Source: an optimization exercise on an open RTL-to-GDS flow (aim: small area, a short achievable clock period and few clock cycles per item). Production flows keep margins and buffers that such runs may drop.
Function was checked by simulation only, so behaviour that the tests miss may differ from the original.

==> flow/design.v <==
module ysyx_041461_DIV(
    input  wire   [0:0]  clk          ,
    input  wire   [0:0]  rst          ,
    input  wire   [0:0]  DIV_valid_in ,
    input  wire   [0:0]  DIV_signed   ,
    input  wire   [0:0]  DIV_divw     ,
    input  wire   [63:0] DIV_dividend ,
    input  wire   [63:0] DIV_divisor  ,
    output reg    [0:0]  DIV_valid_out,
    output wire   [63:0] DIV_quotient ,
    output wire   [63:0] DIV_remainder
);
localparam S_IDLE  = 3'd0;
localparam S_ABS   = 3'd1;
localparam S_LZ    = 3'd2;
localparam S_ALIGN = 3'd3;
localparam S_ITER  = 3'd4;
localparam S_CORR  = 3'd5;
localparam S_FIX   = 3'd6;
localparam S_DONE  = 3'd7;
reg  [2:0]  state;
reg  [64:0] R;       
reg  [63:0] D;       
reg  [63:0] Q;       
reg  [5:0]  cnt;     
reg         rneg;    
reg         dneg;    
reg         w32;     
assign DIV_quotient  = Q;
assign DIV_remainder = R[63:0];
wire        a_sb  = DIV_divw ? DIV_dividend[31] : DIV_dividend[63];
wire        b_sb  = DIV_divw ? DIV_divisor[31]  : DIV_divisor[63];
wire        a_neg = DIV_signed & a_sb;
wire        b_neg = DIV_signed & b_sb;
wire [63:0] a_ext = {DIV_dividend[63:32] & {32{~DIV_divw}}, DIV_dividend[31:0]};
wire [63:0] b_ext = {DIV_divisor[63:32]  & {32{~DIV_divw}}, DIV_divisor[31:0]};
function [2:0] lz4(input [3:0] x);
    lz4 = x[3] ? 3'd0 : x[2] ? 3'd1 : x[1] ? 3'd2 : x[0] ? 3'd3 : 3'd4;
endfunction
function [4:0] lz16(input [15:0] x);
    reg [2:0] a, b, c, d;
    begin
        a = lz4(x[15:12]); b = lz4(x[11:8]); c = lz4(x[7:4]); d = lz4(x[3:0]);
        lz16 = !a[2] ? {3'd0, a[1:0]} : !b[2] ? {3'd1, b[1:0]} :
               !c[2] ? {3'd2, c[1:0]} : !d[2] ? {3'd3, d[1:0]} : 5'd16;
    end
endfunction
function [6:0] lz64(input [63:0] x);
    reg [4:0] a, b, c, d;
    begin
        a = lz16(x[63:48]); b = lz16(x[47:32]); c = lz16(x[31:16]); d = lz16(x[15:0]);
        lz64 = !a[4] ? {3'd0, a[3:0]} : !b[4] ? {3'd1, b[3:0]} :
               !c[4] ? {3'd2, c[3:0]} : !d[4] ? {3'd3, d[3:0]} : 7'd64;
    end
endfunction
function [64:0] add65(input [64:0] a, input [64:0] b, input cin);
    reg [64:0] g, p, G, P;
    integer i, l, j;
    begin
        g = a & b;
        p = a ^ b;
        G = g;
        P = p;
        G[0] = g[0] | (p[0] & cin);
        for (l = 0; l < 7; l = l + 1)
            for (i = 0; i < 65; i = i + 1)
                if ((i >> l) & 1) begin
                    j = ((i >> l) << l) - 1;
                    G[i] = G[i] | (P[i] & G[j]);
                    P[i] = P[i] & P[j];
                end
        add65 = p ^ {G[63:0], cin};
    end
endfunction
wire       need_fix = rneg | dneg;
wire [6:0] lz_r = lz64(R[63:0]);
wire [6:0] lz_d = lz64(D);
wire [5:0] sdiff = lz_d[5:0] - lz_r[5:0];
wire       d_zero = lz_d[6];
wire       s_zero = lz_d == lz_r;
wire       do_lz = (state == S_LZ) | ((state == S_ABS) & ~need_fix);
wire        sub = ~R[64];
wire [64:0] sum = add65(R, {1'b0, D} ^ {65{sub}}, sub);
wire        no_iter = d_zero | sum[64];         
wire [5:0]  step = (cnt[5:4] != 2'd0) ? 6'd16 : (cnt[3:2] != 2'd0) ? 6'd4 : 6'd1;
wire        al_last = cnt == step;
wire [5:0]  shifted = Q[5:0] + step;
always @(posedge clk or posedge rst) begin
    if (rst) begin
        state         <= S_IDLE;
        DIV_valid_out <= 1'b0;
    end
    else begin
        DIV_valid_out <= 1'b0;
        case (state)
            S_IDLE:  if (DIV_valid_in) state <= S_ABS;
            S_ABS,
            S_LZ:    if (state == S_ABS && need_fix) state <= S_LZ;
                     else if (no_iter) begin
                         state <= need_fix ? S_FIX : S_DONE;
                         DIV_valid_out <= ~need_fix;
                     end
                     else state <= s_zero ? S_ITER : S_ALIGN;
            S_ALIGN: if (al_last) state <= S_ITER;
            S_ITER:  if (cnt == 6'd0) begin
                         if (sum[64]) state <= S_CORR;
                         else begin
                             state <= need_fix ? S_FIX : S_DONE;
                             DIV_valid_out <= ~need_fix;
                         end
                     end
            S_CORR:  begin
                         state <= need_fix ? S_FIX : S_DONE;
                         DIV_valid_out <= ~need_fix;
                     end
            S_FIX:   begin state <= S_DONE; DIV_valid_out <= 1'b1; end
            default: state <= S_IDLE;
        endcase
    end
end
always @(posedge clk) begin
    case (state)
        S_IDLE: begin
            R    <= {1'b0, a_ext};
            D    <= b_ext;
            rneg <= a_neg;
            dneg <= b_neg;
            w32  <= DIV_divw;
        end
        S_ABS,
        S_LZ: begin
            if (do_lz) begin
                Q   <= {64{d_zero}};
                cnt <= sdiff;
            end
            else begin
                if (rneg) R <= {1'b0, -{R[63:32] | {32{w32}}, R[31:0]}};
                if (dneg) D <= -{D[63:32] | {32{w32}}, D[31:0]};
            end
        end
        S_ALIGN: begin
            D  <= (step == 6'd16) ? {D[47:0], 16'b0} :
                  (step == 6'd4)  ? {D[59:0], 4'b0}  : {D[62:0], 1'b0};
            Q[5:0] <= al_last ? 6'd0 : shifted;
            cnt    <= al_last ? shifted : cnt - step;
        end
        S_ITER: begin
            R   <= sum;
            Q   <= {Q[62:0], ~sum[64]};
            if (cnt != 6'd0) D <= {1'b0, D[63:1]};
            cnt <= cnt - 6'd1;
        end
        S_CORR: begin
            R   <= sum;
        end
        S_FIX: begin
            if (rneg)        R <= {1'b0, -R[63:0]};
            if (rneg ^ dneg) Q <= -Q;
        end
        default: ;
    endcase
end
endmodule
clock: 11.0 ns
lec_check: 0
cap_margin: 60
core_margin: 2
core_utilization: 60
setup_slack_margin: 5
slew_margin: 60
run.sh (not shown) runs the stock make flow with config.mk's settings and CLKGATE_MAP_FILE= SYNTH_SCRIPT=/design/flow/synth_recipe.tcl, a recipe that flattens the netlist after the stock synthesis.
Testbench counts at the start, summed over its fixed seeds: cycles 20,075, items 1,600.
Rerun with:
--- a/flow/design.v
+++ b/flow/design.v
@@ -22,21 +22,21 @@
 reg  [64:0] R;       
 reg  [63:0] D;       
 reg  [63:0] Q;       
 reg  [5:0]  cnt;     
 reg         rneg;    
 reg         dneg;    
-reg         w32;     
+reg         qfin;    
 assign DIV_quotient  = Q;
 assign DIV_remainder = R[63:0];
 wire        a_sb  = DIV_divw ? DIV_dividend[31] : DIV_dividend[63];
 wire        b_sb  = DIV_divw ? DIV_divisor[31]  : DIV_divisor[63];
 wire        a_neg = DIV_signed & a_sb;
 wire        b_neg = DIV_signed & b_sb;
-wire [63:0] a_ext = {DIV_dividend[63:32] & {32{~DIV_divw}}, DIV_dividend[31:0]};
-wire [63:0] b_ext = {DIV_divisor[63:32]  & {32{~DIV_divw}}, DIV_divisor[31:0]};
+wire [63:0] a_ext = {DIV_divw ? {32{a_neg}} : DIV_dividend[63:32], DIV_dividend[31:0]};
+wire [63:0] b_ext = {DIV_divw ? {32{b_neg}} : DIV_divisor[63:32],  DIV_divisor[31:0]};
 function [2:0] lz4(input [3:0] x);
     lz4 = x[3] ? 3'd0 : x[2] ? 3'd1 : x[1] ? 3'd2 : x[0] ? 3'd3 : 3'd4;
 endfunction
 function [4:0] lz16(input [15:0] x);
     reg [2:0] a, b, c, d;
     begin
@@ -79,12 +79,13 @@
 wire       d_zero = lz_d[6];
 wire       s_zero = lz_d == lz_r;
 wire       do_lz = (state == S_LZ) | ((state == S_ABS) & ~need_fix);
 wire        sub = ~R[64];
 wire [64:0] sum = add65(R, {1'b0, D} ^ {65{sub}}, sub);
 wire        no_iter = d_zero | sum[64];         
+wire        qneg = rneg ^ dneg;
 wire [5:0]  step = (cnt[5:4] != 2'd0) ? 6'd16 : (cnt[3:2] != 2'd0) ? 6'd4 : 6'd1;
 wire        al_last = cnt == step;
 wire [5:0]  shifted = Q[5:0] + step;
 always @(posedge clk or posedge rst) begin
     if (rst) begin
         state         <= S_IDLE;
@@ -94,14 +95,14 @@
         DIV_valid_out <= 1'b0;
         case (state)
             S_IDLE:  if (DIV_valid_in) state <= S_ABS;
             S_ABS,
             S_LZ:    if (state == S_ABS && need_fix) state <= S_LZ;
                      else if (no_iter) begin
-                         state <= need_fix ? S_FIX : S_DONE;
-                         DIV_valid_out <= ~need_fix;
+                         state <= rneg ? S_FIX : S_DONE;
+                         DIV_valid_out <= ~rneg;
                      end
                      else state <= s_zero ? S_ITER : S_ALIGN;
             S_ALIGN: if (al_last) state <= S_ITER;
             S_ITER:  if (cnt == 6'd0) begin
                          if (sum[64]) state <= S_CORR;
                          else begin
@@ -122,23 +123,23 @@
     case (state)
         S_IDLE: begin
             R    <= {1'b0, a_ext};
             D    <= b_ext;
             rneg <= a_neg;
             dneg <= b_neg;
-            w32  <= DIV_divw;
         end
         S_ABS,
         S_LZ: begin
             if (do_lz) begin
-                Q   <= {64{d_zero}};
-                cnt <= sdiff;
+                Q    <= {{63{d_zero & ~qneg}}, d_zero};
+                cnt  <= sdiff;
+                qfin <= no_iter;
             end
             else begin
-                if (rneg) R <= {1'b0, -{R[63:32] | {32{w32}}, R[31:0]}};
-                if (dneg) D <= -{D[63:32] | {32{w32}}, D[31:0]};
+                if (rneg) R <= {1'b0, -R[63:0]};
+                if (dneg) D <= -D;
             end
         end
         S_ALIGN: begin
             D  <= (step == 6'd16) ? {D[47:0], 16'b0} :
                   (step == 6'd4)  ? {D[59:0], 4'b0}  : {D[62:0], 1'b0};
             Q[5:0] <= al_last ? 6'd0 : shifted;
@@ -152,12 +153,12 @@
         end
         S_CORR: begin
             R   <= sum;
         end
         S_FIX: begin
             if (rneg)        R <= {1'b0, -R[63:0]};
-            if (rneg ^ dneg) Q <= -Q;
+            if (qneg & ~qfin) Q <= -Q;
         end
         default: ;
     endcase
 end
 endmodule
Outcome: The changed run ran to the end with no violations; fmax went down by roughly a tenth; core utilization fell by 0.86 points; die area came out higher by a few percent; global-route usage is lower by 0.81 points; cell count came out higher by a few percent; setup slack is worse by 0.58 ns; routed wire length rose slightly; first-iteration DRC count increases by roughly a tenth; non-clock buffer count fell by 1; hold slack gets worse by 0.0086 ns.
Testbench counts after the change, summed over its fixed seeds: cycles 19,976, items 1,600.
